This is an optimization exercise on Yosys and OpenROAD, whose aim is small area and a short achievable clock period, not a production implementation. Only simulation tests tie the RTL to the original design; equivalence was not proved. Power and IR drop assume default switching activity.

==> flow/flow/abc.script <==
strash
dch
map -B 0.9
topo
stime -c
buffer -c
upsize -c
dnsize -c
==> flow/flow/settings.sh <==
BUFFER_PORTS_ARGS="-buffer_cell sky130_fd_sc_hd__buf_1"
CTS_ARGS="-sink_clustering_enable -repair_clock_nets -dont_use_dummy_load"
EXTRA=""
==> flow/flow/alu8_syn.v <==
`timescale 1ns / 1ns

// alu8 for layout: the adder datapath (operand, carries, sum, zero test and
// the last gate of each result bit) is given as sky130 cells; the rest is
// left to synthesis. Same function as rtl/alu8.v.
module alu8(
    input [7:0] regA, regB,
    input [4:0] opcode,
    input [7:0] flagsIn,

    output [7:0] res,
    output [7:0] flagsOut
);

    wire [7:0] A = regA;
    wire [7:0] B = regB;
    wire [4:0] op = opcode;
    wire cin = flagsIn[4];
    wire hin = flagsIn[5];
    wire nin = flagsIn[6];

    // opcode decode
    wire hi0 = ~op[4] & ~op[3];
    wire opAddSub = hi0 & ~op[2];                      // 0..3
    wire opCP    = hi0 & op[2] & ~op[1] & ~op[0];      // 4
    wire opAND   = hi0 & op[2] & ~op[1] & op[0];       // 5
    wire opOR    = hi0 & op[2] & op[1] & ~op[0];       // 6
    wire opXOR   = hi0 & op[2] & op[1] & op[0];        // 7
    wire opRot   = ~op[4] & op[3];                     // 8..15
    wire hi2 = op[4] & ~op[3];
    wire opSLA  = hi2 & (op[2:0] == 3'd0);
    wire opSRx  = hi2 & ~op[2] & (op[1] ^ op[0]);      // 17, 18
    wire opSWAP = hi2 & (op[2:0] == 3'd3);
    wire opBIT  = hi2 & (op[2:0] == 3'd4);
    wire opRES  = hi2 & (op[2:0] == 3'd5);
    wire opSET  = hi2 & (op[2:0] == 3'd6);
    wire opCCF  = hi2 & (op[2:0] == 3'd7);
    wire hi3 = op[4] & op[3];
    wire opSCF = hi3 & (op[2:0] == 3'd0);
    wire opDAA = hi3 & (op[2:0] == 3'd1);
    wire opCPL = hi3 & (op[2:0] == 3'd2);

    wire opArith = opAddSub | opCP;                    // 0..4
    wire opLeft  = (opRot & ~op[0]) | opSLA;
    wire opRight = (opRot & op[0]) | opSRx;

    // adder controls: Y = B ^ sub, carry in c0 (valid for opcodes 0..4)
    wire sub = op[1] ^ op[2];
    wire c0 = sub ^ (op[0] & ~op[2] & cin);
    wire nc0 = ~c0;
    wire nen_s = ~opAddSub;

        wire Y0;
    wire ng0;
    wire nt0;
    wire p0;
    wire Y1;
    wire ng1;
    wire nt1;
    wire p1;
    wire Y2;
    wire ng2;
    wire nt2;
    wire p2;
    wire Y3;
    wire ng3;
    wire nt3;
    wire p3;
    wire Y4;
    wire ng4;
    wire nt4;
    wire p4;
    wire Y5;
    wire ng5;
    wire nt5;
    wire p5;
    wire Y6;
    wire ng6;
    wire nt6;
    wire p6;
    wire Y7;
    wire ng7;
    wire nt7;
    wire p7;
    wire c1;
    wire G21;
    wire T21;
    wire G43;
    wire T43;
    wire G65;
    wire T65;
    wire g1;
    wire t1;
    wire g5;
    wire t5;
    wire nc2;
    wire nc3;
    wire nG63;
    wire nT63;
    wire nG53;
    wire nT53;
    wire nG43;
    wire nT43;
    wire c4;
    wire c5;
    wire c6;
    wire c7;
    wire g7;
    wire t7;
    wire nc8;
    wire ns0;
    wire ns1;
    wire ns2;
    wire ns3;
    wire ns4;
    wire ns5;
    wire ns6;
    wire ns7;
    wire z1;
    wire z2;
    wire z3;
    wire z4;
    wire z5;
    wire z6;
    wire z7;
    wire nzA;
    wire nzB;
    wire sumZ;
    sky130_fd_sc_hd__xor2_1 h1 (.A(B[0]), .B(sub), .X(Y0));
    sky130_fd_sc_hd__nand2_1 h2 (.A(A[0]), .B(Y0), .Y(ng0));
    sky130_fd_sc_hd__nor2_1 h3 (.A(A[0]), .B(Y0), .Y(nt0));
    sky130_fd_sc_hd__xor2_1 h4 (.A(A[0]), .B(Y0), .X(p0));
    sky130_fd_sc_hd__xor2_1 h5 (.A(B[1]), .B(sub), .X(Y1));
    sky130_fd_sc_hd__nand2_1 h6 (.A(A[1]), .B(Y1), .Y(ng1));
    sky130_fd_sc_hd__nor2_1 h7 (.A(A[1]), .B(Y1), .Y(nt1));
    sky130_fd_sc_hd__xor2_1 h8 (.A(A[1]), .B(Y1), .X(p1));
    sky130_fd_sc_hd__xor2_1 h9 (.A(B[2]), .B(sub), .X(Y2));
    sky130_fd_sc_hd__nand2_1 h10 (.A(A[2]), .B(Y2), .Y(ng2));
    sky130_fd_sc_hd__nor2_1 h11 (.A(A[2]), .B(Y2), .Y(nt2));
    sky130_fd_sc_hd__xor2_1 h12 (.A(A[2]), .B(Y2), .X(p2));
    sky130_fd_sc_hd__xor2_1 h13 (.A(B[3]), .B(sub), .X(Y3));
    sky130_fd_sc_hd__nand2_1 h14 (.A(A[3]), .B(Y3), .Y(ng3));
    sky130_fd_sc_hd__nor2_1 h15 (.A(A[3]), .B(Y3), .Y(nt3));
    sky130_fd_sc_hd__xor2_1 h16 (.A(A[3]), .B(Y3), .X(p3));
    sky130_fd_sc_hd__xor2_1 h17 (.A(B[4]), .B(sub), .X(Y4));
    sky130_fd_sc_hd__nand2_1 h18 (.A(A[4]), .B(Y4), .Y(ng4));
    sky130_fd_sc_hd__nor2_1 h19 (.A(A[4]), .B(Y4), .Y(nt4));
    sky130_fd_sc_hd__xor2_1 h20 (.A(A[4]), .B(Y4), .X(p4));
    sky130_fd_sc_hd__xor2_1 h21 (.A(B[5]), .B(sub), .X(Y5));
    sky130_fd_sc_hd__nand2_1 h22 (.A(A[5]), .B(Y5), .Y(ng5));
    sky130_fd_sc_hd__nor2_1 h23 (.A(A[5]), .B(Y5), .Y(nt5));
    sky130_fd_sc_hd__xor2_1 h24 (.A(A[5]), .B(Y5), .X(p5));
    sky130_fd_sc_hd__xor2_1 h25 (.A(B[6]), .B(sub), .X(Y6));
    sky130_fd_sc_hd__nand2_1 h26 (.A(A[6]), .B(Y6), .Y(ng6));
    sky130_fd_sc_hd__nor2_1 h27 (.A(A[6]), .B(Y6), .Y(nt6));
    sky130_fd_sc_hd__xor2_1 h28 (.A(A[6]), .B(Y6), .X(p6));
    sky130_fd_sc_hd__xor2_1 h29 (.A(B[7]), .B(sub), .X(Y7));
    sky130_fd_sc_hd__nand2_1 h30 (.A(A[7]), .B(Y7), .Y(ng7));
    sky130_fd_sc_hd__nor2_1 h31 (.A(A[7]), .B(Y7), .Y(nt7));
    sky130_fd_sc_hd__xor2_1 h32 (.A(A[7]), .B(Y7), .X(p7));
    sky130_fd_sc_hd__o21ai_1 h33 (.A1(nt0), .A2(nc0), .B1(ng0), .Y(c1));
    sky130_fd_sc_hd__o21ai_1 h34 (.A1(nt2), .A2(ng1), .B1(ng2), .Y(G21));
    sky130_fd_sc_hd__nor2_1 h35 (.A(nt2), .B(nt1), .Y(T21));
    sky130_fd_sc_hd__o21ai_1 h36 (.A1(nt4), .A2(ng3), .B1(ng4), .Y(G43));
    sky130_fd_sc_hd__nor2_1 h37 (.A(nt4), .B(nt3), .Y(T43));
    sky130_fd_sc_hd__o21ai_1 h38 (.A1(nt6), .A2(ng5), .B1(ng6), .Y(G65));
    sky130_fd_sc_hd__nor2_1 h39 (.A(nt6), .B(nt5), .Y(T65));
    sky130_fd_sc_hd__inv_1 h40 (.A(ng1), .Y(g1));
    sky130_fd_sc_hd__inv_1 h41 (.A(nt1), .Y(t1));
    sky130_fd_sc_hd__inv_1 h42 (.A(ng5), .Y(g5));
    sky130_fd_sc_hd__inv_1 h43 (.A(nt5), .Y(t5));
    sky130_fd_sc_hd__a21oi_1 h44 (.A1(t1), .A2(c1), .B1(g1), .Y(nc2));
    sky130_fd_sc_hd__a21oi_1 h45 (.A1(T21), .A2(c1), .B1(G21), .Y(nc3));
    sky130_fd_sc_hd__a21oi_1 h46 (.A1(T65), .A2(G43), .B1(G65), .Y(nG63));
    sky130_fd_sc_hd__nand2_1 h47 (.A(T65), .B(T43), .Y(nT63));
    sky130_fd_sc_hd__a21oi_1 h48 (.A1(t5), .A2(G43), .B1(g5), .Y(nG53));
    sky130_fd_sc_hd__nand2_1 h49 (.A(t5), .B(T43), .Y(nT53));
    sky130_fd_sc_hd__inv_1 h50 (.A(G43), .Y(nG43));
    sky130_fd_sc_hd__inv_1 h51 (.A(T43), .Y(nT43));
    sky130_fd_sc_hd__o21ai_1 h52 (.A1(nt3), .A2(nc3), .B1(ng3), .Y(c4));
    sky130_fd_sc_hd__o21ai_1 h53 (.A1(nT43), .A2(nc3), .B1(nG43), .Y(c5));
    sky130_fd_sc_hd__o21ai_1 h54 (.A1(nT53), .A2(nc3), .B1(nG53), .Y(c6));
    sky130_fd_sc_hd__o21ai_1 h55 (.A1(nT63), .A2(nc3), .B1(nG63), .Y(c7));
    sky130_fd_sc_hd__inv_1 h56 (.A(ng7), .Y(g7));
    sky130_fd_sc_hd__inv_1 h57 (.A(nt7), .Y(t7));
    sky130_fd_sc_hd__a21oi_1 h58 (.A1(t7), .A2(c7), .B1(g7), .Y(nc8));
    sky130_fd_sc_hd__xor2_1 h59 (.A(p0), .B(nc0), .X(ns0));
    sky130_fd_sc_hd__xnor2_1 h60 (.A(p1), .B(c1), .Y(ns1));
    sky130_fd_sc_hd__xor2_1 h61 (.A(p2), .B(nc2), .X(ns2));
    sky130_fd_sc_hd__xor2_1 h62 (.A(p3), .B(nc3), .X(ns3));
    sky130_fd_sc_hd__xnor2_1 h63 (.A(p4), .B(c4), .Y(ns4));
    sky130_fd_sc_hd__xnor2_1 h64 (.A(p5), .B(c5), .Y(ns5));
    sky130_fd_sc_hd__xnor2_1 h65 (.A(p6), .B(c6), .Y(ns6));
    sky130_fd_sc_hd__xnor2_1 h66 (.A(p7), .B(c7), .Y(ns7));
    sky130_fd_sc_hd__o21ai_1 h67 (.A1(nen_s), .A2(ns0), .B1(nM[0]), .Y(res[0]));
    sky130_fd_sc_hd__o21ai_1 h68 (.A1(nen_s), .A2(ns1), .B1(nM[1]), .Y(res[1]));
    sky130_fd_sc_hd__o21ai_1 h69 (.A1(nen_s), .A2(ns2), .B1(nM[2]), .Y(res[2]));
    sky130_fd_sc_hd__o21ai_1 h70 (.A1(nen_s), .A2(ns3), .B1(nM[3]), .Y(res[3]));
    sky130_fd_sc_hd__o21ai_1 h71 (.A1(nen_s), .A2(ns4), .B1(nM[4]), .Y(res[4]));
    sky130_fd_sc_hd__o21ai_1 h72 (.A1(nen_s), .A2(ns5), .B1(nM[5]), .Y(res[5]));
    sky130_fd_sc_hd__o21ai_1 h73 (.A1(nen_s), .A2(ns6), .B1(nM[6]), .Y(res[6]));
    sky130_fd_sc_hd__o21ai_1 h74 (.A1(nen_s), .A2(ns7), .B1(nM[7]), .Y(res[7]));
    sky130_fd_sc_hd__xor2_1 h75 (.A(p1), .B(nt0), .X(z1));
    sky130_fd_sc_hd__xor2_1 h76 (.A(p2), .B(nt1), .X(z2));
    sky130_fd_sc_hd__xor2_1 h77 (.A(p3), .B(nt2), .X(z3));
    sky130_fd_sc_hd__xor2_1 h78 (.A(p4), .B(nt3), .X(z4));
    sky130_fd_sc_hd__xor2_1 h79 (.A(p5), .B(nt4), .X(z5));
    sky130_fd_sc_hd__xor2_1 h80 (.A(p6), .B(nt5), .X(z6));
    sky130_fd_sc_hd__xor2_1 h81 (.A(p7), .B(nt6), .X(z7));
    sky130_fd_sc_hd__nand4_1 h82 (.A(ns0), .B(z1), .C(z2), .D(z3), .Y(nzA));
    sky130_fd_sc_hd__nand4_1 h83 (.A(z4), .B(z5), .C(z6), .D(z7), .Y(nzB));
    sky130_fd_sc_hd__nor2_1 h84 (.A(nzA), .B(nzB), .Y(sumZ));

    wire [7:0] t = ~{nt7, nt6, nt5, nt4, nt3, nt2, nt1, nt0};
    wire [7:0] p = {p7, p6, p5, p4, p3, p2, p1, p0};

    // DAA: A +/- {cin ? 6 : 0, lo ? 6 : 0}
    wire daaLo = (~nin & A[3] & (A[2] | A[1])) | hin;
    wire [7:0] dOff = {1'b0, cin, cin, 1'b0, 1'b0, daaLo, daaLo, 1'b0} ^ {8{nin}};
    wire [7:0] dg = A & dOff;
    wire [7:0] dt = A | dOff;
    wire [8:0] dc;
    assign dc[0] = nin;
    genvar i;
    generate
        for (i = 0; i < 8; i = i + 1) begin : dcarry
            assign dc[i+1] = dg[i] | (dt[i] & dc[i]);
        end
    endgenerate
    wire [7:0] daaRes = A ^ dOff ^ dc[7:0];

    // shifts / rotates
    wire lbit = ~op[4] & (op[2] ? A[7] : cin);
    wire rbit = op[4] ? (~op[1] & A[7]) : (op[2] ? A[0] : cin);

    // RES / SET
    wire [7:0] bsel = 8'b1 << B[2:0];
    wire [7:0] resset = opSET ? (A | bsel) : (A & ~bsel);

    // results of everything but ADD/ADC/SUB/SBC (Y = B for OR and XOR)
    wire [7:0] M =
          ({8{opAND}} & (A & B))
        | ({8{opOR}}  & t)
        | ({8{opXOR}} & p)
        | ({8{opLeft}} & {A[6:0], lbit})
        | ({8{opRight}} & {rbit, A[7:1]})
        | ({8{opSWAP}} & {A[3:0], A[7:4]})
        | ({8{opRES | opSET}} & resset)
        | ({8{opDAA}} & daaRes)
        | ({8{opCPL}} & ~A);
    wire [7:0] nM = ~M;

    wire bitZ = ~A[B[2:0]];
    wire otherZEn = opAND | opOR | opXOR | (opRot & ~op[1]) | opSLA | opSRx | opSWAP;

    wire fZ = (opArith & sumZ) | (otherZEn & ~|M) | ((opBIT | opDAA) & bitZ);
    wire fN = (opArith & sub) | opCPL | (opDAA & nin);
    wire fH = (opArith & (c4 ^ sub)) | opAND | opCPL;
    wire fC = (opArith & (nc8 ^ ~sub)) | (opLeft & A[7]) | (opRight & A[0]) | (opCCF & ~cin) | opSCF | (opDAA & nin);

    assign flagsOut = {fZ, fN, fH, fC, 4'b0};

endmodule
==> flow/config.mk <==
export PLATFORM = sky130hd
export DESIGN_NAME = alu8_top
export DESIGN_NICKNAME = alu8_top
export VERILOG_FILES = /design/flow/design.v
export SDC_FILE = /design/flow/constraint.sdc
export NUM_CORES = 4
export LEC_CHECK = 0
export CAP_MARGIN = 20
export CORE_MARGIN = 2
export CORE_UTILIZATION = 40
export SETUP_SLACK_MARGIN = 3.6
export SLEW_MARGIN = 20
==> flow/standard.sh <==
#!/bin/bash
# synth_recipe.tcl (not shown) runs the flow's synth.tcl, then flattens the netlist and writes it again
# the make line also repeats each setting of config.mk as NAME=value (left out here)
make -C /OpenROAD-flow-scripts/flow DESIGN_CONFIG=/design/flow/config.mk WORK_HOME=/design/flow/orfs CLKGATE_MAP_FILE= SYNTH_SCRIPT=/design/flow/synth_recipe.tcl "${@:-finish}"
==> flow/flow/run.sh <==
#!/bin/bash
# Own layout flow: the standard ORFS flow (standard.sh) on an equivalent
# description of alu8 (flow/alu8_syn.v) whose adder datapath is given as
# sky130 cells; the wrapper alu8_top is taken unchanged from design.v.
#  - adder-cell extraction (ADDER_MAP_FILE) off,
#  - ABC run with flow/abc.script instead of ORFS's abc_speed/abc_area,
#  - port buffers of a chosen cell, and CTS without dummy loads.
# Each tool's output goes to its own log under orfs/logs; make's output
# goes to flow_make.log.
set -o pipefail
HERE=$(pwd)
source "$HERE/flow/settings.sh"
# design: the wrapper module from design.v, then flow/alu8_syn.v
awk '/^[ \t]*module[ \t]+alu8_top/{p=1} p{print} p&&/^[ \t]*endmodule/{exit}' design.v > "$HERE/design_syn.v"
grep -q "module alu8_top" "$HERE/design_syn.v" || { echo "wrapper extraction failed"; exit 1; }
cat "$HERE/flow/alu8_syn.v" >> "$HERE/design_syn.v"
# ORFS synth.tcl with only the ABC script changed
sed "s#log_cmd abc {\*}\$abc_args#log_cmd abc -script $HERE/flow/abc.script {*}[lrange \$abc_args 2 end]#" \
    "$FLOW_HOME/scripts/synth.tcl" > "$HERE/synth_mod.tcl"
grep -q "flow/abc.script" "$HERE/synth_mod.tcl" || { echo "synth.tcl patch failed"; exit 1; }
sed "s#\$::env(SCRIPTS_DIR)/synth.tcl#$HERE/synth_mod.tcl#" synth_recipe.tcl > "$HERE/my_synth.tcl"
grep -q "synth_mod.tcl" "$HERE/my_synth.tcl" || { echo "synth_recipe.tcl patch failed"; exit 1; }
bash standard.sh VERILOG_FILES="$HERE/design_syn.v" SYNTH_SCRIPT="$HERE/my_synth.tcl" ADDER_MAP_FILE= \
    "BUFFER_PORTS_ARGS=$BUFFER_PORTS_ARGS" "CTS_ARGS=$CTS_ARGS" $EXTRA finish > flow_make.log 2>&1
==> flow/design.v <==
`timescale 1ns / 1ns
module alu8_top(
    input            clk,
    input      [7:0] regA,
    input      [7:0] regB,
    input      [4:0] opcode,
    input      [7:0] flagsIn,
    output reg [7:0] res,
    output reg [7:0] flagsOut
);
    reg [7:0] regA_q, regB_q, flagsIn_q;
    reg [4:0] opcode_q;
    wire [7:0] res_d, flagsOut_d;
    alu8 u_alu(
        .regA(regA_q),
        .regB(regB_q),
        .opcode(opcode_q),
        .flagsIn(flagsIn_q),
        .res(res_d),
        .flagsOut(flagsOut_d)
    );
    always @(posedge clk) begin
        regA_q    <= regA;
        regB_q    <= regB;
        opcode_q  <= opcode;
        flagsIn_q <= flagsIn;
        res       <= res_d;
        flagsOut  <= flagsOut_d;
    end
endmodule

`timescale 1ns / 1ns
module alu8(
    input [7:0] regA, regB,
    input [4:0] opcode,
    input [7:0] flagsIn,
    output [7:0] res,
    output [7:0] flagsOut
);
    wire [7:0] A = regA;
    wire [7:0] B = regB;
    wire [4:0] op = opcode;
    wire cin = flagsIn[4];
    wire hin = flagsIn[5];
    wire nin = flagsIn[6];
    wire hi0 = ~op[4] & ~op[3];                         
    wire opAdd   = hi0 & ~op[2] & ~op[1];               
    wire opSub   = hi0 & ~op[2] & op[1];                
    wire opCP    = hi0 & op[2] & ~op[1] & ~op[0];       
    wire opAND   = hi0 & op[2] & ~op[1] & op[0];        
    wire opOR    = hi0 & op[2] & op[1] & ~op[0];        
    wire opXOR   = hi0 & op[2] & op[1] & op[0];         
    wire opRot   = ~op[4] & op[3];                      
    wire hi2 = op[4] & ~op[3];                          
    wire opSLA  = hi2 & (op[2:0] == 3'd0);
    wire opSRx  = hi2 & ~op[2] & (op[1] ^ op[0]);       
    wire opSWAP = hi2 & (op[2:0] == 3'd3);
    wire opBIT  = hi2 & (op[2:0] == 3'd4);
    wire opRES  = hi2 & (op[2:0] == 3'd5);
    wire opSET  = hi2 & (op[2:0] == 3'd6);
    wire opCCF  = hi2 & (op[2:0] == 3'd7);
    wire hi3 = op[4] & op[3];                           
    wire opSCF = hi3 & (op[2:0] == 3'd0);
    wire opDAA = hi3 & (op[2:0] == 3'd1);
    wire opCPL = hi3 & (op[2:0] == 3'd2);
    wire opArith = opAdd | opSub | opCP;
    wire sub     = opSub | opCP;
    wire opLeft  = (opRot & ~op[0]) | opSLA;
    wire opRight = (opRot & op[0]) | opSRx;
    wire daaLo = (~nin & A[3] & (A[2] | A[1])) | hin;
    wire [7:0] dOff = {1'b0, cin, cin, 1'b0, 1'b0, daaLo, daaLo, 1'b0} ^ {8{nin}};
    wire [7:0] bsel = 8'b1 << B[2:0];
    wire yB  = opAdd | opAND | opOR | opXOR;            
    wire yNB = sub;                                     
    wire [7:0] Y = ({8{yB}} & B) | ({8{yNB}} & ~B) | {8{opCPL}}
                 | ({8{opDAA}} & dOff) | ({8{opSET}} & bsel) | ({8{opRES}} & ~bsel);
    wire c0 = (opAdd & op[0] & cin) | (opSub & ~(op[0] & cin)) | opCP | (opDAA & nin);
    wire [7:0] g = A & Y;
    wire [7:0] t = A | Y;
    wire [7:0] p = A ^ Y;
    wire g0 = g[0] | (t[0] & c0);
    wire G10 = g[1] | (t[1] & g0);
    wire G32 = g[3] | (t[3] & g[2]), P32 = t[3] & t[2];
    wire G54 = g[5] | (t[5] & g[4]), P54 = t[5] & t[4];
    wire G76 = g[7] | (t[7] & g[6]), P76 = t[7] & t[6];
    wire G20 = g[2] | (t[2] & G10);
    wire G30 = G32 | (P32 & G10);
    wire G64 = g[6] | (t[6] & G54), P64 = t[6] & P54;
    wire G74 = G76 | (P76 & G54), P74 = P76 & P54;
    wire G40 = g[4] | (t[4] & G30);
    wire G50 = G54 | (P54 & G30);
    wire G60 = G64 | (P64 & G30);
    wire G70 = G74 | (P74 & G30);
    wire [8:0] c = {G70, G60, G50, G40, G30, G20, G10, g0, c0};
    wire [7:0] sum = p ^ c[7:0];
    wire sumZ = &(~(p ^ {t[6:0], c0}));
    wire lbit = ~op[4] & (op[2] ? A[7] : cin);
    wire rbit = op[4] ? (~op[1] & A[7]) : (op[2] ? A[0] : cin);
    wire sumEn = opAdd | opSub | opDAA;
    wire [7:0] other =
          ({8{opAND | opRES}} & g)
        | ({8{opOR | opSET}} & t)
        | ({8{opXOR | opCPL}} & p)
        | ({8{opLeft}} & {A[6:0], lbit})
        | ({8{opRight}} & {rbit, A[7:1]})
        | ({8{opSWAP}} & {A[3:0], A[7:4]});
    assign res = ({8{sumEn}} & sum) | other;
    wire bitZ = ~A[B[2:0]];
    wire otherZEn = opAND | opOR | opXOR | (opRot & ~op[1]) | opSLA | opSRx | opSWAP;
    wire fZ = (opArith & sumZ) | (otherZEn & ~|other) | ((opBIT | opDAA) & bitZ);
    wire fN = sub | opCPL | (opDAA & nin);
    wire fH = (opArith & (c[4] ^ sub)) | opAND | opCPL;
    wire fC = (opArith & (c[8] ^ sub)) | (opLeft & A[7]) | (opRight & A[0]) | (opCCF & ~cin) | opSCF | (opDAA & nin);
    assign flagsOut = {fZ, fN, fH, fC, 4'b0};
endmodule
==> flow/constraint.sdc <==
create_clock -name core_clock -period 6.0 [get_ports {clk}]
set_input_delay 1.2000 -clock core_clock [delete_from_list [all_inputs] [get_ports {clk}]]
set_output_delay 1.2000 -clock core_clock [all_outputs]
set_load 0.01 [all_outputs]
==> reports/results.txt, run 1 <==
outcome -> timing/DRC/antenna clean
Post-synth ARST share -> 0
CORE AREA -> 6422 µm²
total CTS buffers -> 5
Synth Instances -> 419
Worst Hold Class -> flip-flop to flip-flop
clock insertion delay at the later pin of the skew report -> 0.30 ns
Max Cap Viol -> 0
Mean Syn Cell Area -> 6.414 µm²
Synth top area share -> 0.2682
Worst Skew -> 0.01498 ns
Final Hold Vio Count -> 0
CTS H-tree lvls -> 2
setup TNS -> 0 ns
Layout fillers -> 666
max-slew violations -> 0
non-filler cells, final -> 544
post-synth top area cell -> dfxtp_1
switching pwr -> 0.0002688 W
Post-synth top flop -> dfxtp_1
Synth area leaders -> dfxtp_1 27%, nand2_1 13%, xor2_1 9.8%
Nets -> 499
EDFF count, synth -> 0
design area -> 3309 µm²
Cell Pwr Density -> 213.9 nW/µm²
Slew headroom -> 0.5422
Unique masters post-synth -> 31
Placed Area -> 2914 µm²
gr usage total -> 0.2332
Layout area overhead -> 23.14%
Final Critical Period -> 2.425 ns
clock share of power -> 0.222
hold_buf cts -> 0
initial antenna violation count -> 0
clock root buffer -> clkbuf_8
Worst Path Required -> 6.16 ns
crit path kind -> flip-flop to flip-flop
largest net degree at the start of global routing -> 13
vias in the first global route -> 2759
Fmax -> 412.4 MHz
n_diodes -> 0
YS warnings -> 1
1st-iter DRT viols -> 177
switching power share of the total -> 0.3797
sequential share of the synthesized area -> 0.2682
drt wl/cell -> 15.12 µm
IO Port Bufs -> 36
Logic pwr share -> 0.377
first-pass GRT wire length -> 13350 µm
startpoint types -> flip-flop
Rows -> 29
crit path DAT -> 2.58 ns
post-synthesis register bit count -> 36
routed wire length -> 8226 µm
Die H -> 85.97 µm
vias per cell -> 5.377
Reg clk slew, reported paths -> 0.08 ns
Final Setup Violations -> 0
Leakage -> 1.464 nW
drt first pass iters -> 5
placer's final routability congestion estimate -> 0.9530
maximum vdd drop -> 0.1089 mV
Max Buffers Root-to-Sink -> 2
Flop pwr share -> 0.401
Final Cycle Share -> 0.4041
dpl ws -> 2.764 ns
die area -> 7391 µm²
Initial Util -> 0.4185
Final ANT Viol Nets -> 0
worst-path fanout max -> 8
RSZ-0062 raised after global routing -> yes
post-detail-place hpwl -> 6034 µm
Final WS setup -> 3.575 ns
Die X -> 85.97 µm
Post-Route Utilization -> 0.5153
share of layout cells above drive strength 1 -> 0.1799
Worst Tran Pin Value -> 0.6858 ns
placed cell count -> 527
Internal -> 0.0004391 W
Reg2Reg Setup Slack -> 3.58 ns
CTS tree -> yes
final global-route overflow total -> 0
mapped cell area -> 2688 µm²
# DRC -> 0
io pins -> 46
Sink Count -> 36
Vias -> 2925
crit path capture type -> flip-flop
==> kinds of logic after synthesis <==
family                 share of synthesized area
AND/OR/NAND/NOR                           0.3687
AO/OA/AOI/OAI                             0.1443
buffers and inverters                    0.09683
XOR/XNOR                                  0.1206
other                                   0.001395
flip-flops                                0.2682
==> placed cells by master, fill, tap and decap left out, types with 14 or more instances in the layout <==
cell     Yosys  final
buf_1        0     36
o21ai_0     18     18
nand2_1     92     92
nor2_2       9     15
nor2_1      38     27
dfxtp_1     36     31
nand3_1     49     49
inv_1       45     45
xor2_1      30     21
o21ai_1     18     14
==> repair_timing <==
item                                    4_1_cts  5_1_grt
resized for setup                            24       24
endpoints found under the setup margin       10        4
setup buffers                                 7        5
pin swaps                                     5        5
==> layer usage <==
layer / GRT usage / up-vias / routed length, µm
met5: 0 / - / 0
met2: 0.3587 / 125 / 3649
met1: 0.3167 / 1320 / 3684
met4: 0.1025 / 0 / 265
li1: - / 1456 / -
met3: 0.04427 / 24 / 626
==> layout make-up <==
type	instances	area, µm²	area share
Timing Repair Buffer	48	241.5	0.07297
Multi-Input combinational cell	324	1968	0.5947
Inverter	54	202.7	0.06125
Tap cell	77	96.34	0.02911
Clock buffer	5	68.82	0.02079
Sequential cell	36	732.0	0.2212
==> critical path, cell delays in order, from the launching register on <==
cell and delay [ns]:
dfxtp_4 0.36, xor2_4 0.20, buf_12 0.18, xor2_2 0.23, nor2_2 0.10, nor2_2 0.17, nand2_1 0.12, o21ai_4 0.20
a21oi_2 0.08, xnor2_1 0.13, a2111oi_1 0.33, o221ai_1 0.18
==> power groups by stage <==
stage | clock (W) | sequential [W] | combinational (W)
floorplan | 0 | 0.000285 | 0.000165
global placement | 0 | 0.000288 | 0.000213
detailed placement | 0 | 0.000287 | 0.000214
CTS | 0.000162 | 0.000281 | 0.000239
global route | 0.000173 | 0.000286 | 0.000295
finish | 0.000157 | 0.000284 | 0.000267
==> synthesized netlist by cell type (7+ instances only) <==
cell type	n
nand2_1	92
nand3_1	49
inv_1	45
nor2_1	38
dfxtp_1	36
xor2_1	30
o21ai_0	18
o21ai_1	18
a21oi_1	16
inv_2	9
nor2_2	9
nand2_2	8
buf_4	7
xnor2_1	7
==> final timing paths <==
path	to	start	cells past startpoint
max	flagsOut[4]	opcode_q[1]	11
min	flagsOut[4]	opcode_q[4]	2
max reg2reg	flagsOut[4]	opcode_q[1]	11
min reg2reg	flagsOut[4]	opcode_q[4]	2
==> registers in the layout, summed over array words and instances, names as in the netlist <==
| signal | cells |
|---|---|
| regA_q | 8 |
| regB_q | 8 |
| res | 8 |
| opcode_q | 5 |
| flagsOut | 4 |
| flagsIn_q | 3 |
==> stage by stage <==
stage          hold WS, ns  power [W]
2_1_floorplan       0.6367  0.0004496
3_3_place_gp        0.7318  0.0005011
3_5_place_dp        0.7332  0.0005015
4_1_cts             0.7423  0.0006820
5_1_grt             0.7915  0.0007542
6_report            0.7612  0.0007079
==> inputs of run 2 (changes only) <==
--- a/flow/config.mk
+++ b/flow/config.mk
@@ -9,4 +9,4 @@
 export CORE_MARGIN = 2
 export CORE_UTILIZATION = 40
-export SETUP_SLACK_MARGIN = 3.6
+export SETUP_SLACK_MARGIN = 3.9
 export SLEW_MARGIN = 20
==> reports/results.txt, run 2 <==
outcome -> timing/DRC/antenna clean
Synth Area in XOR/XNOR -> 0.1206
Layout fillers -> 656
routed wire length -> 8299 µm
Unique masters post-synth -> 31
io pins -> 46
Final Cycle Share -> 0.4039
post-synth top area cell -> dfxtp_1
crit path kind -> flip-flop to flip-flop
Worst Tran Pin Value -> 0.5557 ns
Initial Util -> 0.4185
commonest non-fill, non-tap cell in the layout -> nand2_1
initial antenna violation count -> 0
Cell Pwr Density -> 206.7 nW/µm²
setup TNS -> 0 ns
placer's final routability congestion estimate -> 0.9529
clock root buffer -> clkbuf_8
drt wl/cell -> 15.06 µm
post-detail-place hpwl -> 6048 µm
worst reg2reg path depth -> 11
Worst Hold Class -> flip-flop to flip-flop
Worst Skew -> 0.01916 ns
Internal -> 0.0004496 W
post-synthesis mux area share -> 0
Synth Area in Adders -> 0
hold_sp -> opcode_q[4]
Synth area leaders -> dfxtp_1 27%, nand2_1 13%, xor2_1 9.8%
CORE AREA -> 6422 µm²
Worst Path Required -> 6.16 ns
post-synthesis register bit count -> 36
CTS tree -> yes
drt first pass iters -> 5
Nets -> 506
Layout area overhead -> 30.31%
Reg2Reg Setup Slack -> 3.58 ns
# DRC -> 0
hold depth -> 2
Post-Route Utilization -> 0.5453
Hold Path Sink -> flagsOut[4]
Synth Area in Simple Gates -> 0.3687
Reg clk slew, reported paths -> 0.08 ns
switching pwr -> 0.0002744 W
die area -> 7391 µm²
crit path capture type -> flip-flop
vias in the first global route -> 2763
Slowest-stage cell, CP -> a2111oi_1
Max Buffers Root-to-Sink -> 2
Final Setup Violations -> 0
maximum vdd drop -> 0.1060 mV
Post-synth ARST share -> 0
R2R Path End -> flagsOut[4]
most frequent CP cell -> xor2_4
most frequent cells in the layout -> 89 x nand2_1, 47 x nand3_1, 42 x inv_1
max incr delay on CP -> 0.37 ns
total CTS buffers -> 5
mapped cell area -> 2688 µm²
CP Cell Sequence -> xor2_4, buf_12, xor2_4, nor2_4, o21ai_4, a21oi_4, o21ai_2, a21oi_2, xnor2_1, a2111oi_1, o221ai_1
clock insertion delay at the later pin of the skew report -> 0.29 ns
top flop regs -> regA_q (8), regB_q (8), res (8)
Synth top area share -> 0.2682
vias per cell -> 5.408
Flop pwr share -> 0.392
Final Hold Vio Count -> 0
Logic pwr share -> 0.392
gr usage total -> 0.2340
Synth Instances -> 419
Final ANT Viol Nets -> 0
sequential share of the synthesized area -> 0.2682
Post-synth top flop -> dfxtp_1
Reg area -> 742.0 µm²
RSZ-0062 raised after global routing -> yes
first-pass GRT wire length -> 13520 µm
Reg-to-Reg Start -> opcode_q[2]
1st-iter DRT viols -> 149
Compound-Gate Fraction of Synth Area -> 0.1443
max-slew violations -> 0
Synth top cells by count -> 92 x nand2_1, 49 x nand3_1, 45 x inv_1
crit path DAT -> 2.58 ns
Final WS setup -> 3.577 ns
CP startpoint -> opcode_q[2]
final global-route overflow total -> 0
Final Critical Period -> 2.423 ns
EDFF count, synth -> 0
Fmax -> 412.6 MHz
Max Cap Viol -> 0
startpoint types -> flip-flop
largest family of logic cells by synthesized area -> simple AND/OR/NAND/NOR gates
Sink Count -> 36
YS warnings -> 1
Slew headroom -> 0.6290
count leader, synth -> nand2_1
switching power share of the total -> 0.3790
Mean Syn Cell Area -> 6.414 µm²
area occupied by multi-input gates -> 2074 µm²
Rows -> 29
Die X -> 85.97 µm
dpl ws -> 2.719 ns
CTS H-tree lvls -> 2
Die H -> 85.97 µm
IO Port Bufs -> 36
largest net degree at the start of global routing -> 13
hold_buf cts -> 0
share of layout cells above drive strength 1 -> 0.2257
Leakage -> 1.513 nW
n_diodes -> 0
Vias -> 2980
worst-path fanout max -> 3
clock share of power -> 0.216
==> run 2: cell counts after synthesis <==
Identical to the previous run, type by type.
==> run 2: worst max-delay path: cells and delay by family, from the launching register on <==
kind / cells / cell delay [ns]
flops: 1 / 0.36
simple gates: 1 / 0.07
xor+xnor: 3 / 0.55
buf+inv: 1 / 0.17
compound gates: 6 / 1.15
==> run 2: layout make-up <==
cell class,instances,area share
multi-input cells,324,0.5924
inverters,54,0.06109
well taps,77,0.02751
clock buffers,5,0.01965
repair buffers,55,0.08753
flip-flops and latches,36,0.2119
==> run 2: what timing repair did <==
item,in CTS,in global routing
hold endpoints to repair,0,0
setup endpoints to repair,11,8
pin swaps,4,14
buffers inserted,9,10
gates resized for setup,45,34
==> run 2: power by group through the flow <==
stage / registers (W) / logic (W) / clock network (W)
after floorplan: 0.000285 / 0.000165 / 0
after CTS: 0.000283 / 0.000254 / 0.000162
final: 0.000284 / 0.000284 / 0.000156
after global placement: 0.000288 / 0.000213 / 0
after global routing: 0.000287 / 0.000312 / 0.000173
after detailed placement: 0.000288 / 0.000214 / 0
==> run 2: logic make-up (layout without fill, tap and decap cells) <==
group | after synthesis | in the layout
AO/OA/AOI/OAI | 69 | 69
XOR/XNOR | 37 | 37
buffers and inverters | 62 | 114
flip-flops | 36 | 36
other | 1 | 4
AND/OR/NAND/NOR | 214 | 214
==> run 2: through the flow <==
step / area, µm² / hold slack, ns / std cells / total power [W]
floorplan: 2740 / 0.6367 / 422 / 0.0004496
global placement: 2914 / 0.7312 / 527 / 0.0005007
detailed placement: 2914 / 0.7285 / 527 / 0.0005016
CTS: 3294 / 0.7616 / 541 / 0.0006992
global route: 3502 / 0.7515 / 551 / 0.0007710
finish: 3502 / 0.7299 / 551 / 0.0007240
==> run 2: how the worst max path moves through the flow <==
stage                              to  slack, ns  cells after the start
after floorplan           flagsOut[4]       3.47                     11
after global routing      flagsOut[4]       3.48                     11
final                     flagsOut[4]       3.58                     11
after CTS                 flagsOut[4]       3.63                     11
after global placement    flagsOut[4]       2.79                     10
after detailed placement  flagsOut[4]       2.72                     10
==> run 2: routing by layer <==
layer  vias to the layer above  routed length [µm]  track usage
li1                       1483                   -            -
met5                         -                   0            0
met2                       130                3730       0.3566
met1                      1349                3717       0.3243
met3                        18                 663      0.04139
met4                         0                 187      0.09812
==> inputs of run 3 (changes only) <==
==> flow/flow/abc.script (replaced) <==
strash
dch -f
amap
topo
--- a/flow/flow/alu8_syn.v
+++ b/flow/flow/alu8_syn.v
@@ -46,5 +46,5 @@
 
     // adder controls: Y = B ^ sub, carry in c0 (valid for opcodes 0..4)
-    wire sub = op[1] ^ op[2];
+    wire sub = op[1] | op[2];
     wire c0 = sub ^ (op[0] & ~op[2] & cin);
     wire nc0 = ~c0;
@@ -126,5 +126,14 @@
     wire nzA;
     wire nzB;
-    wire sumZ;
+    wire nh;
+    wire nx;
+    wire fZ;
+    wire fH;
+    wire fC;
+    wire nArith;
+    wire nZrest;
+    wire nHrest;
+    wire nCrest;
+    wire [7:0] nM;
     sky130_fd_sc_hd__xor2_1 h1 (.A(B[0]), .B(sub), .X(Y0));
     sky130_fd_sc_hd__nand2_1 h2 (.A(A[0]), .B(Y0), .Y(ng0));
@@ -210,23 +219,30 @@
     sky130_fd_sc_hd__nand4_1 h82 (.A(ns0), .B(z1), .C(z2), .D(z3), .Y(nzA));
     sky130_fd_sc_hd__nand4_1 h83 (.A(z4), .B(z5), .C(z6), .D(z7), .Y(nzB));
-    sky130_fd_sc_hd__nor2_1 h84 (.A(nzA), .B(nzB), .Y(sumZ));
+    sky130_fd_sc_hd__o31ai_1 h84 (.A1(nArith), .A2(nzA), .A3(nzB), .B1(nZrest), .Y(fZ));
+    sky130_fd_sc_hd__xnor2_1 h85 (.A(c4), .B(sub), .Y(nh));
+    sky130_fd_sc_hd__o21ai_1 h86 (.A1(nArith), .A2(nh), .B1(nHrest), .Y(fH));
+    sky130_fd_sc_hd__xor2_1 h87 (.A(nc8), .B(sub), .X(nx));
+    sky130_fd_sc_hd__o21ai_1 h88 (.A1(nArith), .A2(nx), .B1(nCrest), .Y(fC));
 
     wire [7:0] t = ~{nt7, nt6, nt5, nt4, nt3, nt2, nt1, nt0};
     wire [7:0] p = {p7, p6, p5, p4, p3, p2, p1, p0};
 
-    // DAA: A +/- {cin ? 6 : 0, lo ? 6 : 0}
+    // DAA: A +/- {cin ? 6 : 0, lo ? 6 : 0}, low nibble worked out by hand
     wire daaLo = (~nin & A[3] & (A[2] | A[1])) | hin;
-    wire [7:0] dOff = {1'b0, cin, cin, 1'b0, 1'b0, daaLo, daaLo, 1'b0} ^ {8{nin}};
-    wire [7:0] dg = A & dOff;
-    wire [7:0] dt = A | dOff;
-    wire [8:0] dc;
-    assign dc[0] = nin;
+    wire [3:0] dLo;
+    assign dLo[0] = A[0];
+    assign dLo[1] = A[1] ^ daaLo;
+    assign dLo[2] = A[2] ^ (daaLo & ~(A[1] ^ nin));
+    assign dLo[3] = A[3] ^ (daaLo & (nin ? ~(A[1] & A[2]) : (A[1] | A[2])));
+    wire dK = nin ? (hin & ~A[3] & ~(A[2] & A[1])) : (A[3] & (A[2] | A[1]));
+    // high nibble: A[7:4] + {N, C^N, C^N, N} + (N ? ~borrow : carry)
+    wire dCN = cin ^ nin;
+    wire dc4 = nin ^ dK;
+    wire dc5 = (A[4] & nin) | (A[4] & dc4) | (nin & dc4);
+    wire dc6 = (A[5] & dCN) | (A[5] & dc5) | (dCN & dc5);
+    wire dc7 = (A[6] & dCN) | (A[6] & dc6) | (dCN & dc6);
+    wire [3:0] dHi = {A[7] ^ nin ^ dc7, A[6] ^ dCN ^ dc6, A[5] ^ dCN ^ dc5, A[4] ^ nin ^ dc4};
+    wire [7:0] daaRes = {dHi, dLo};
     genvar i;
-    generate
-        for (i = 0; i < 8; i = i + 1) begin : dcarry
-            assign dc[i+1] = dg[i] | (dt[i] & dc[i]);
-        end
-    endgenerate
-    wire [7:0] daaRes = A ^ dOff ^ dc[7:0];
 
     // shifts / rotates
@@ -241,6 +257,6 @@
     wire [7:0] M =
           ({8{opAND}} & (A & B))
-        | ({8{opOR}}  & t)
-        | ({8{opXOR}} & p)
+        | ({8{opOR}}  & (A | B))
+        | ({8{opXOR}} & ~p)
         | ({8{opLeft}} & {A[6:0], lbit})
         | ({8{opRight}} & {rbit, A[7:1]})
@@ -249,13 +265,14 @@
         | ({8{opDAA}} & daaRes)
         | ({8{opCPL}} & ~A);
-    wire [7:0] nM = ~M;
+    assign nM = ~M;
 
     wire bitZ = ~A[B[2:0]];
     wire otherZEn = opAND | opOR | opXOR | (opRot & ~op[1]) | opSLA | opSRx | opSWAP;
 
-    wire fZ = (opArith & sumZ) | (otherZEn & ~|M) | ((opBIT | opDAA) & bitZ);
+    assign nArith = ~opArith;
+    assign nZrest = ~((otherZEn & ~|M) | ((opBIT | opDAA) & bitZ));
+    assign nHrest = ~(opAND | opCPL);
+    assign nCrest = ~((opLeft & A[7]) | (opRight & A[0]) | (opCCF & ~cin) | opSCF | (opDAA & nin));
     wire fN = (opArith & sub) | opCPL | (opDAA & nin);
-    wire fH = (opArith & (c4 ^ sub)) | opAND | opCPL;
-    wire fC = (opArith & (nc8 ^ ~sub)) | (opLeft & A[7]) | (opRight & A[0]) | (opCCF & ~cin) | opSCF | (opDAA & nin);
 
     assign flagsOut = {fZ, fN, fH, fC, 4'b0};
==> reports/results.txt, run 3 <==
crit path capture type -> flip-flop
maximum vdd drop -> 0.1034 mV
Final Hold Vio Count -> 0
worst-path fanout max -> 8
CTS H-tree lvls -> 2
Unique masters post-synth -> 31
setup TNS -> 0 ns
1st-iter DRT viols -> 227
Nets -> 446
placer's final routability congestion estimate -> 0.9678
Layout area overhead -> 48.52%
Vias -> 2747
Synth top cells by count -> 59 x nor2_1, 36 x dfxtp_1, 32 x clkinv_1
R2R Path End -> flagsOut[7]
crit path DAT -> 2.75 ns
Internal -> 0.0004435 W
clock insertion delay at the later pin of the skew report -> 0.29 ns
switching pwr -> 0.0002380 W
CORE AREA -> 5574 µm²
Slowest-stage cell, CP -> nor4_2
total CTS buffers -> 5
clock root buffer -> clkbuf_8
Final ANT Viol Nets -> 0
Flop pwr share -> 0.413
clock share of power -> 0.228
EDFF count, synth -> 0
first-pass GRT wire length -> 11960 µm
max incr delay on CP -> 0.40 ns
Fmax -> 391.8 MHz
Reg clk slew, reported paths -> 0.07 ns
worst reg2reg path depth -> 12
post-synthesis register bit count -> 36
Slew headroom -> 0.6164
Post-synth ARST share -> 0
Reg2Reg Setup Slack -> 3.45 ns
Initial Util -> 0.4182
Die H -> 80.34 µm
Mean Syn Cell Area -> 6.958 µm²
Final Critical Period -> 2.552 ns
Worst Hold Class -> flip-flop to flip-flop
Final Setup Violations -> 0
commonest non-fill, non-tap cell in the layout -> nor2_1
Final Cycle Share -> 0.4254
Final WS setup -> 3.448 ns
Synth top area share -> 0.3092
post-detail-place hpwl -> 5315 µm
Synth Instances -> 335
area occupied by multi-input gates -> 1927 µm²
post-synth top area cell -> dfxtp_1
top flop regs -> regA_q (8), regB_q (8), res (8)
Worst Path Required -> 6.20 ns
RSZ-0062 raised after global routing -> yes
CTS tree -> yes
hold_buf cts -> 0
Synth area leaders -> dfxtp_1 31%, xor2_1 10%, nor2_1 9.5%
IO Port Bufs -> 36
crit path capture -> flagsOut[7]
Reg area -> 752.0 µm²
critical path depth -> 12
Hold WS -> 0.6116 ns
mapped cell area -> 2331 µm²
largest net degree at the start of global routing -> 12
drt first pass iters -> 5
CP Cell Sequence -> nor2_4, inv_8, buf_4, xor2_4, xor2_2, or2_0, o311ai_1, nor4_2, nand4_1, nor3_2, a31oi_1, o31ai_1
Logic pwr share -> 0.359
dpl ws -> 3.110 ns
Post-synth top flop -> dfxtp_1
sequential share of the synthesized area -> 0.3092
outcome -> timing/DRC/antenna clean
die area -> 6454 µm²
CP startpoint -> opcode_q[1]
Worst Skew -> 0.004372 ns
Max Buffers Root-to-Sink -> 2
# DRC -> 0
routed wire length -> 8000 µm
crit path kind -> flip-flop to flip-flop
Die X -> 80.34 µm
switching power share of the total -> 0.3492
Buf/Inv on CP -> 2
initial antenna violation count -> 0
count leader, synth -> nor2_1
drt wl/cell -> 16.46 µm
Cell Pwr Density -> 196.9 nW/µm²
final global-route overflow total -> 0
Crit path max-delay family -> simple AND/OR/NAND/NOR gates
Max Cap Viol -> 0
n_diodes -> 0
max-slew violations -> 0
Worst Tran Pin Value -> 0.5694 ns
Leakage -> 1.264 nW
startpoint types -> flip-flop
io pins -> 46
vias in the first global route -> 2440
most frequent cells in the layout -> 46 x nor2_1, 36 x buf_1, 35 x buf_4
share of layout cells above drive strength 1 -> 0.3164
Layout fillers -> 508
gr usage total -> 0.2377
Sink Count -> 36
Rows -> 27
YS warnings -> 1
vias per cell -> 5.652
Reg-to-Reg Start -> opcode_q[1]
-- run 3: timing repair --
| action | 4_1_cts | 5_1_grt |
|---|---|---|
| endpoints found under the setup margin | 11 | 11 |
| setup buffers | 23 | 16 |
| resized for setup | 49 | 54 |
| pin swaps | 18 | 19 |
-- run 3: stage by stage --
step           total power, W  std cells  utilization  instance area (µm²)
2_1_floorplan       0.0004041        338            -                 2466
3_3_place_gp        0.0004428        442       0.4774                 2661
3_5_place_dp        0.0004462        442       0.4774                 2661
4_1_cts             0.0006431        470       0.5562                 3100
5_1_grt             0.0007257        486       0.6211                 3462
6_report            0.0006815        486       0.6211                 3462
-- run 3: worst min path at each step --
| stage | start | end | slack, ns | depth (start not counted) |
|---|---|---|---|---|
| 2_1_floorplan | regB_q[4] | res[4] | 0.54 | 2 |
| 3_3_place_gp | regB_q[4] | res[4] | 0.63 | 2 |
| 3_5_place_dp | regB_q[4] | res[4] | 0.63 | 2 |
| 4_1_cts | opcode_q[2] | flagsOut[6] | 0.61 | 2 |
| 5_1_grt | opcode_q[2] | flagsOut[6] | 0.64 | 2 |
| 6_report | opcode_q[2] | flagsOut[6] | 0.61 | 2 |
-- run 3: layer usage --
metal | global-route usage | vias to the layer above | wire, µm
li1 | - | 1330 | -
met1 | 0.3276 | 1271 | 3448
met2 | 0.3967 | 130 | 3857
met3 | 0.03483 | 16 | 566
met4 | 0.04407 | 0 | 127
met5 | 0 | - | 0
-- run 3: layout make-up --
cell class,instances,share of cell area
Inverter,40,0.05240
Multi-Input combinational cell,258,0.5566
Sequential cell,36,0.2172
Clock buffer,5,0.01988
Tap cell,72,0.02602
Timing Repair Buffer,75,0.1279
-- run 3: power groups by stage --
stage          Clock, W  Combinational [W]  Sequential, W
2_1_floorplan         0           0.000118       0.000286
3_3_place_gp          0           0.000158       0.000285
3_5_place_dp          0           0.000161       0.000286
4_1_cts        0.000161           0.000203       0.000279
5_1_grt        0.000176           0.000265       0.000284
6_report       0.000155           0.000245       0.000281
-- run 3: cell families (layout without fill, tap and decap cells) --
group / count (synthesis) / after routing / synth area share
XOR/XNOR: 33 / 33 / 0.1240
AND/OR/NAND/NOR: 111 / 111 / 0.2040
flip-flops: 36 / 36 / 0.3092
AO/OA/AOI/OAI: 110 / 110 / 0.2840
other: 1 / 4 / 0.001609
buffers and inverters: 44 / 120 / 0.07730
-- run 3: worst register-to-register path, cell delays in order (launching register included) --
cell,delay (ns)
dfxtp_4,0.37
nor2_4,0.17
inv_8,0.09
buf_4,0.17
xor2_4,0.19
xor2_2,0.17
or2_0,0.15
o311ai_1,0.14
nor4_2,0.40
nand4_1,0.19
nor3_2,0.25
a31oi_1,0.09
o31ai_1,0.09
==> inputs of run 4 (changes only) <==
--- a/flow/config.mk
+++ b/flow/config.mk
@@ -9,4 +9,4 @@
 export CORE_MARGIN = 2
 export CORE_UTILIZATION = 40
-export SETUP_SLACK_MARGIN = 3.9
+export SETUP_SLACK_MARGIN = 3.6
 export SLEW_MARGIN = 20
==> reports/results.txt, run 4 <==
outcome -> timing/DRC/antenna clean
Worst Tran Pin Value -> 0.5664 ns
Max Buffers Root-to-Sink -> 2
IO Port Bufs -> 36
# DRC -> 0
routed wire length -> 7575 µm
clock insertion delay at the later pin of the skew report -> 0.30 ns
maximum vdd drop -> 0.1102 mV
CTS tree -> yes
CP Cell Sequence -> nor2_4, buf_4, clkinv_2, buf_4, xor2_2, xor2_1, o221ai_1, a2111oi_4, nand4_1, nor3_2, a31oi_1, o31ai_1
drt wl/cell -> 15.75 µm
Rows -> 27
total CTS buffers -> 5
Worst Path Required -> 6.19 ns
Leakage -> 1.184 nW
EDFF count, synth -> 0
count leader, synth -> nor2_1
Synth area leaders -> dfxtp_1 31%, xor2_1 10%, nor2_1 9.5%
Synth Instances -> 335
Final Hold Vio Count -> 0
post-detail-place hpwl -> 5188 µm
Die X -> 80.34 µm
Final Critical Period -> 2.632 ns
Final WS setup -> 3.368 ns
Nets -> 441
mapped cell area -> 2331 µm²
startpoint types -> flip-flop
n_diodes -> 0
crit path DAT -> 2.83 ns
Cell Pwr Density -> 205.6 nW/µm²
clock root buffer -> clkbuf_8
Fmax -> 379.9 MHz
Max Cap Viol -> 0
Worst Hold Class -> flip-flop to flip-flop
dpl ws -> 2.925 ns
commonest non-fill, non-tap cell in the layout -> nor2_1
Final ANT Viol Nets -> 0
die area -> 6454 µm²
Worst Skew -> 0.01266 ns
CTS H-tree lvls -> 2
post-synthesis register bit count -> 36
post-synth top area cell -> dfxtp_1
initial antenna violation count -> 0
most frequent cells in the layout -> 49 x nor2_1, 36 x buf_1, 30 x buf_4
gr usage total -> 0.2404
CORE AREA -> 5574 µm²
most frequent CP cell -> buf_4
drt first pass iters -> 5
Layout area overhead -> 36.88%
max-slew violations -> 0
Layout fillers -> 569
vias per cell -> 5.561
area occupied by multi-input gates -> 1724 µm²
Die H -> 80.34 µm
Reg area -> 742.0 µm²
Synth top cells by count -> 59 x nor2_1, 36 x dfxtp_1, 32 x clkinv_1
Reg clk slew, reported paths -> 0.07 ns
Unique masters post-synth -> 31
first-pass GRT wire length -> 11880 µm
1st-iter DRT viols -> 254
io pins -> 46
Mean Syn Cell Area -> 6.958 µm²
YS warnings -> 1
share of layout cells above drive strength 1 -> 0.2274
Slew headroom -> 0.6184
largest net degree at the start of global routing -> 12
hold_buf cts -> 0
Post-synth top flop -> dfxtp_1
crit path capture type -> flip-flop
Post-synth ARST share -> 0
vias in the first global route -> 2445
Sink Count -> 36
max incr delay on CP -> 0.37 ns
RSZ-0062 raised after global routing -> yes
worst-path fanout max -> 7
Synth top area share -> 0.3092
Final Cycle Share -> 0.4387
final global-route overflow total -> 0
setup TNS -> 0 ns
Initial Util -> 0.4182
top flop regs -> regA_q (8), regB_q (8), res (8)
Slowest-stage cell, CP -> dfxtp_2
Vias -> 2675
Final Setup Violations -> 0
crit path kind -> flip-flop to flip-flop
sequential share of the synthesized area -> 0.3092
placer's final routability congestion estimate -> 0.9499
## run 4: final timing paths
| path | slack, ns | start | end | cells after the start |
|---|---|---|---|---|
| max | 3.37 | opcode_q[1] | flagsOut[7] | 12 |
| min | 0.73 | opcode_q[2] | flagsOut[6] | 3 |
| max reg2reg | 3.37 | opcode_q[1] | flagsOut[7] | 12 |
| min reg2reg | 0.73 | opcode_q[2] | flagsOut[6] | 3 |
## run 4: final cells by class
class	instances	area share
Tap cell	72	0.02824
Sequential cell	36	0.2325
Multi-Input combinational cell	258	0.5404
Clock buffer	5	0.02157
Timing Repair Buffer	69	0.1235
Inverter	40	0.05216
Timing Repair inverter	1	0.001569
## run 4: what timing repair did
item	in CTS	in global routing
pin swaps	14	15
setup buffers	25	8
cloned	1	0
gates resized for setup	32	37
endpoints found under the setup margin	11	10
## run 4: metrics by stage
stage	total power (W)	std cells	hold WS (ns)	cell area (µm²)	util
after detailed placement	0.0004411	442	0.6279	2592	0.4651
after global placement	0.0004383	442	0.6339	2592	0.4651
after floorplan	0.0003999	338	0.5376	2397	-
after global routing	0.0006978	481	0.7774	3191	0.5724
final	0.0006559	481	0.7285	3191	0.5724
after CTS	0.0006307	473	0.6583	2969	0.5327
## run 4: cells by family (layout without fill, tap and decap cells)
kind of cell	Yosys count	in the layout	synth area share
AO/OA/AOI/OAI	110	110	0.2840
XOR/XNOR	33	33	0.1240
buffers and inverters	44	115	0.07730
flip-flops	36	36	0.3092
other	1	4	0.001609
AND/OR/NAND/NOR	111	111	0.2040
## run 4: report_power, final
group	switching, W	internal [W]	leakage [nW]
clock network	0.0000797	0.0000747	0.0359
registers	0.0000208	0.000258	0.304
logic	0.000125	0.0000980	0.844
## run 4: per-layer routing
metal,track usage,routed length (µm),vias up
li1,-,-,1319
met1,0.3290,3253,1213
met2,0.3725,3597,123
met3,0.04045,532,20
met4,0.1000,191,0
met5,0,0,-
## run 4: critical path: cells and delay by family, from the launching register on
family	cells	cell delay [ns]
AOI/OAI and AO/OA	4	0.72
xor gates and xnor gates	2	0.47
buffers and inverters	3	0.45
DFF	1	0.37
and+or+nand+nor	3	0.52
==> inputs of run 5 (changes only) <==
==> flow/flow/abc.script (replaced) <==
strash
dch
map -B 0.9
topo
stime -c
buffer -c
upsize -c
dnsize -c
--- a/flow/flow/alu8_syn.v
+++ b/flow/flow/alu8_syn.v
@@ -132,4 +132,5 @@
     wire fC;
     wire nArith;
+    wire nArithZ;
     wire nZrest;
     wire nHrest;
@@ -219,5 +220,5 @@
     sky130_fd_sc_hd__nand4_1 h82 (.A(ns0), .B(z1), .C(z2), .D(z3), .Y(nzA));
     sky130_fd_sc_hd__nand4_1 h83 (.A(z4), .B(z5), .C(z6), .D(z7), .Y(nzB));
-    sky130_fd_sc_hd__o31ai_1 h84 (.A1(nArith), .A2(nzA), .A3(nzB), .B1(nZrest), .Y(fZ));
+    sky130_fd_sc_hd__o31ai_1 h84 (.A1(nArithZ), .A2(nzA), .A3(nzB), .B1(nZrest), .Y(fZ));
     sky130_fd_sc_hd__xnor2_1 h85 (.A(c4), .B(sub), .Y(nh));
     sky130_fd_sc_hd__o21ai_1 h86 (.A1(nArith), .A2(nh), .B1(nHrest), .Y(fH));
@@ -268,8 +269,15 @@
 
     wire bitZ = ~A[B[2:0]];
-    wire otherZEn = opAND | opOR | opXOR | (opRot & ~op[1]) | opSLA | opSRx | opSWAP;
 
     assign nArith = ~opArith;
-    assign nZrest = ~((otherZEn & ~|M) | ((opBIT | opDAA) & bitZ));
+    // Z for the ops whose result is not the adder's; XOR's Z is the adder's
+    // zero test (A - B == 0), so only early signals feed this
+    wire [7:0] Msh = ({8{opLeft}} & {A[6:0], lbit})
+                   | ({8{opRight}} & {rbit, A[7:1]})
+                   | ({8{opSWAP}} & {A[3:0], A[7:4]});
+    wire zShift = ((opRot & ~op[1]) | opSLA | opSRx | opSWAP) & ~|Msh;
+    wire zLogic = (opAND & ~|(A & B)) | (opOR & ~|(A | B));
+    assign nZrest = ~(zShift | zLogic | ((opBIT | opDAA) & bitZ));
+    assign nArithZ = ~(opArith | opXOR);
     assign nHrest = ~(opAND | opCPL);
     assign nCrest = ~((opLeft & A[7]) | (opRight & A[0]) | (opCCF & ~cin) | opSCF | (opDAA & nin));
==> reports/results.txt, run 5 <==
Max Cap Viol -> 0
clock root buffer -> clkbuf_8
switching power share of the total -> 0.3479
final global-route overflow total -> 0
Flop pwr share -> 0.460
drt wl/cell -> 14.70 µm
Layout area overhead -> 9.184%
startpoint types -> flip-flop
sequential share of the synthesized area -> 0.2672
mapped cell area -> 2698 µm²
placer's final routability congestion estimate -> 0.9710
Rows -> 29
outcome -> timing/DRC/antenna clean
Fmax -> 455.9 MHz
initial antenna violation count -> 0
first-pass GRT wire length -> 12760 µm
Die H -> 86.12 µm
Final Setup Violations -> 0
CORE AREA -> 6422 µm²
non-filler cells, final -> 528
Vias -> 2832
Worst Tran Pin Value -> 0.5970 ns
switching pwr -> 0.0002136 W
CTS H-tree lvls -> 2
crit path capture type -> flip-flop
post-synth top area cell -> dfxtp_1
Logic pwr share -> 0.296
vias per cell -> 5.364
post-detail-place hpwl -> 6137 µm
Sink Count -> 36
RSZ-0062 raised after global routing -> no
# DRC -> 0
setup TNS -> 0 ns
Max Buffers Root-to-Sink -> 2
Power, Total -> 0.0006140 W
max-slew violations -> 0
Leakage -> 1.289 nW
vias in the first global route -> 2648
drt first pass iters -> 5
Final Critical Period -> 2.193 ns
Internal -> 0.0004004 W
Synth top cells by count -> 86 x nand2_1, 61 x nor2_1, 43 x inv_1
Worst Path Required -> 6.15 ns
Initial Util -> 0.4200
CTS tree -> yes
share of layout cells above drive strength 1 -> 0.08204
Post-synth top flop -> dfxtp_1
commonest non-fill, non-tap cell in the layout -> nand2_1
Post-synth ARST share -> 0
largest net degree at the start of global routing -> 14
maximum vdd drop -> 0.1499 mV
Worst Skew -> 0.02024 ns
hold_buf cts -> 0
Mean Syn Cell Area -> 6.438 µm²
worst-path fanout max -> 10
Reg clk slew, reported paths -> 0.07 ns
n_diodes -> 0
clock share of power -> 0.244
Slew headroom -> 0.6015
most frequent cells in the layout -> 86 x nand2_1, 60 x nor2_1, 42 x inv_1
Reg2Reg Setup Slack -> 3.81 ns
gr usage total -> 0.2218
dpl ws -> 3.088 ns
Die X -> 86.12 µm
Final WS setup -> 3.807 ns
Cell Pwr Density -> 208.5 nW/µm²
placed cell count -> 522
YS warnings -> 1
EDFF count, synth -> 0
Final Cycle Share -> 0.3656
Final Hold Vio Count -> 0
Unique masters post-synth -> 39
IO Port Bufs -> 36
top flop regs -> regA_q (8), regB_q (8), res (8)
Layout fillers -> 673
count leader, synth -> nand2_1
Nets -> 483
total CTS buffers -> 5
Worst Hold Class -> flip-flop to flip-flop
die area -> 7417 µm²
1st-iter DRT viols -> 344
post-synthesis register bit count -> 36
Synth area leaders -> dfxtp_1 27%, nand2_1 12%, xor2_1 10%
io pins -> 46
crit path kind -> flip-flop to flip-flop
Synth Instances -> 419
Final ANT Viol Nets -> 0
routed wire length -> 7761 µm
crit path DAT -> 2.34 ns
Synth top area share -> 0.2672
clock insertion delay at the later pin of the skew report -> 0.29 ns
run 5: cell count changes after synthesis, moves of 5 or more:
cell,change
nand2_2,+7
a211oi_1,-5
o211ai_1,+5
clkinv_1,-32
inv_1,+35
or2_0,-5
nand2_1,+63
nand3_1,+17
o21ai_0,-12
inv_2,+5
o22ai_1,-7
run 5: area by class of cell:
type,instances,area (µm²),share of cell area
tap,77,96.34,0.03271
inverter,48,182.7,0.06202
timing repair buffer,37,142.6,0.04843
sequential,36,723.2,0.2455
multi-input combinational,325,1732,0.5879
clock buffer,5,68.82,0.02336
run 5: worst paths after layout:
| kind | from | endpoint | cells past startpoint |
|---|---|---|---|
| worst max-delay path | opcode_q[2] | res[7] | 11 |
| worst min-delay path | opcode_q[1] | flagsOut[6] | 2 |
| worst max register to register | opcode_q[2] | res[7] | 11 |
| worst min register to register | opcode_q[1] | flagsOut[6] | 2 |
run 5: metrics by stage:
| stage | hold slack, ns | utilization | cell area, µm² |
|---|---|---|---|
| final | 0.6964 | 0.4586 | 2945 |
| after global routing | 0.7454 | 0.4586 | 2945 |
| after CTS | 0.7666 | 0.4568 | 2934 |
| after detailed placement | 0.7574 | 0.4426 | 2843 |
| after global placement | 0.7541 | 0.4426 | 2843 |
| after floorplan | 0.6083 | - | 2709 |
run 5: kinds of logic after synthesis:
group / after synthesis / share of synthesized area
AOI/OAI and AO/OA: 83 / 0.1818
DFF: 36 / 0.2672
and+or+nand+nor: 200 / 0.3233
other: 1 / 0.001390
xor gates and xnor gates: 38 / 0.1234
buffers and inverters: 61 / 0.1030
run 5: power groups by stage:
stage	clock, W	sequential, W	combinational [W]
6_report	0.000150	0.000283	0.000182
5_1_grt	0.000167	0.000286	0.000202
4_1_cts	0.000157	0.000282	0.000179
3_5_place_dp	0	0.000287	0.000175
3_3_place_gp	0	0.000286	0.000174
2_1_floorplan	0	0.000282	0.000136
run 5: critical path: stages, from the launching register on:
cell     delay (ns)
dfxtp_2        0.37
nor2_2         0.20
inv_4          0.13
xor2_1         0.31
xor2_2         0.28
nor2_1         0.08
nor2_1         0.14
nand3_1        0.10
nor3_1         0.24
nand2_1        0.09
inv_1          0.06
o21ai_1        0.05
run 5: what timing repair did:
item                                    4_1_cts  5_1_grt
gates resized for setup                       4        5
pin swaps                                     1        0
endpoints found under the setup margin        8       10
buffers inserted                              1        0
gates cloned                                  0        0
run 5: layer usage:
layer | vias up | share of wire | track usage
li1 | 1430 | - | -
met1 | 1279 | 0.47 | 0.3025
met2 | 107 | 0.44 | 0.3354
met3 | 16 | 0.065 | 0.04716
met4 | 0 | 0.029 | 0.09812
met5 | - | 0 | 0
==> inputs of run 6 (changes only) <==
==> flow/flow/abc.script (replaced) <==
strash
dch -f
map -D 1000
topo
==> reports/results.txt, run 6 <==
share of layout cells above drive strength 1 -> 0.09045
YS warnings -> 1
Initial Util -> 0.4123
CP Cell Sequence -> nor2_2, clkinv_2, xor2_1, nor2_1, o21ai_2, a21oi_4, o21ai_1, a21oi_1, xor2_1, o21ai_1
largest net degree at the start of global routing -> 12
Slowest-stage cell, CP -> dfxtp_1
Reg2Reg Setup Slack -> 3.71 ns
hold_buf cts -> 0
n_diodes -> 0
hold depth -> 2
Post-Route Utilization -> 0.4835
Synth top cells by count -> 63 x nand2_1, 43 x nor2_1, 36 x dfxtp_1
clock root buffer -> clkbuf_8
non-filler cells, final -> 473
clock insertion delay at the later pin of the skew report -> 0.30 ns
routed wire length -> 7056 µm
vias per cell -> 5.613
top flop regs -> regA_q (8), regB_q (8), res (8)
Worst Path Required -> 6.16 ns
Layout area overhead -> 17.27%
sequential share of the synthesized area -> 0.2952
most frequent cells in the layout -> 63 x nand2_1, 38 x nor2_1, 36 x buf_1
Final WS setup -> 3.706 ns
Reg area -> 724.4 µm²
1st-iter DRT viols -> 246
Final Setup Violations -> 0
outcome -> timing/DRC/antenna clean
die area -> 6744 µm²
Sink Count -> 36
Reg-to-Reg Start -> opcode_q[2]
IO Port Bufs -> 36
EDFF count, synth -> 0
post-synthesis register bit count -> 36
CTS H-tree lvls -> 2
Unique masters post-synth -> 32
Cell Pwr Density -> 213.7 nW/µm²
post-detail-place hpwl -> 5653 µm
# DRC -> 0
Max Cap Viol -> 0
Reg clk slew, reported paths -> 0.07 ns
crit path capture type -> flip-flop
final global-route overflow total -> 0
Synth Instances -> 355
initial antenna violation count -> 0
commonest non-fill, non-tap cell in the layout -> nand2_1
max-slew violations -> 0
area occupied by multi-input gates -> 1649 µm²
worst reg2reg path depth -> 10
Rows -> 28
gr usage total -> 0.2234
Mean Syn Cell Area -> 6.876 µm²
CTS tree -> yes
max incr delay on CP -> 0.38 ns
Fmax -> 435.9 MHz
Nets -> 430
placer's final routability congestion estimate -> 0.9620
CORE AREA -> 5921 µm²
dpl ws -> 3.147 ns
Vias -> 2655
worst-path fanout max -> 6
RSZ-0062 raised after global routing -> yes
Final Cycle Share -> 0.3824
CP startpoint -> opcode_q[2]
placed cell count -> 465
maximum vdd drop -> 0.1027 mV
Post-synth top flop -> dfxtp_1
Synth top area share -> 0.2952
total CTS buffers -> 5
count leader, synth -> nand2_1
Die X -> 82.12 µm
Worst Skew -> 0.009938 ns
startpoint types -> flip-flop
mapped cell area -> 2441 µm²
io pins -> 46
Final Hold Vio Count -> 0
Slew headroom -> 0.5836
crit path DAT -> 2.46 ns
Final Critical Period -> 2.294 ns
R2R Path End -> flagsOut[4]
first-pass GRT wire length -> 11300 µm
setup TNS -> 0 ns
crit path kind -> flip-flop to flip-flop
Final ANT Viol Nets -> 0
Worst Hold Class -> flip-flop to flip-flop
drt first pass iters -> 5
crit path capture -> flagsOut[4]
vias in the first global route -> 2261
Layout fillers -> 650
Post-synth ARST share -> 0
Die H -> 82.12 µm
Leakage -> 1.056 nW
Max Buffers Root-to-Sink -> 2
post-synth top area cell -> dfxtp_1
Synth area leaders -> dfxtp_1 30%, xor2_1 10%, nand2_1 9.7%
Worst Tran Pin Value -> 0.6245 ns
drt wl/cell -> 14.92 µm
[run 6: report_power, final]
part | internal (W) | switching (W)
Clock | 0.0000747 | 0.0000791
Combinational | 0.0000682 | 0.000109
Sequential | 0.000259 | 0.0000216
[run 6: critical path, delay by kind of cell, from the launching register on]
kind            cells  cell delay, ns
flops               1            0.38
xor+xnor            2            0.48
compound gates      5            0.77
buf+inv             1            0.15
simple gates        2            0.38
[run 6: stage by stage]
step	hold WS (ns)	cell area, µm²	total power, W
finish	0.6926	2863	0.0006119
global route	0.7427	2863	0.0006564
CTS	0.7041	2773	0.0006110
detailed placement	0.6820	2651	0.0004479
global placement	0.6654	2651	0.0004464
floorplan	0.5688	2452	0.0004041
[run 6: timing repair]
action,in CTS,in global routing
resized for setup,7,22
endpoints found under the setup margin,9,9
setup buffers,3,0
pin swaps,0,1
[run 6: routing by layer]
layer,vias up,GRT usage,wire length [µm]
met5,-,0,0
met1,1188,0.3100,3212
met2,111,0.3480,3081
met4,0,0.08333,226
li1,1334,-,-
met3,22,0.03587,535
[run 6: final cells by class]
type / count / share of cell area
well taps: 75 / 0.03278
inverters: 39 / 0.05463
repair buffers: 39 / 0.05944
flip-flops and latches: 36 / 0.2531
clock buffers: 5 / 0.02404
multi-input cells: 279 / 0.5760
[run 6: how the worst min path moves through the flow]
| stage | start | endpoint |
|---|---|---|
| 5_1_grt | opcode_q[1] | flagsOut[6] |
| 4_1_cts | opcode_q[1] | flagsOut[6] |
| 6_report | opcode_q[1] | flagsOut[6] |
| 3_5_place_dp | opcode_q[1] | flagsOut[6] |
| 3_3_place_gp | opcode_q[3] | flagsOut[7] |
| 2_1_floorplan | opcode_q[3] | flagsOut[7] |
[run 6: cells by family (layout without fill, tap and decap cells)]
family	after synthesis	count (layout)	share of synthesized area
buffers and inverters	43	83	0.07227
other	1	4	0.001536
flip-flops	36	36	0.2952
AO/OA/AOI/OAI	104	104	0.2732
AND/OR/NAND/NOR	135	135	0.2286
XOR/XNOR	36	36	0.1292

Check on run 6: ideal ports give 3.706 ns setup slack; a clkbuf_16 on the clock port and buf_2 on the inputs give 3.706 ns; moving port delays by the midpoint clock arrival (0.318 ns) as well gives 3.706 ns.
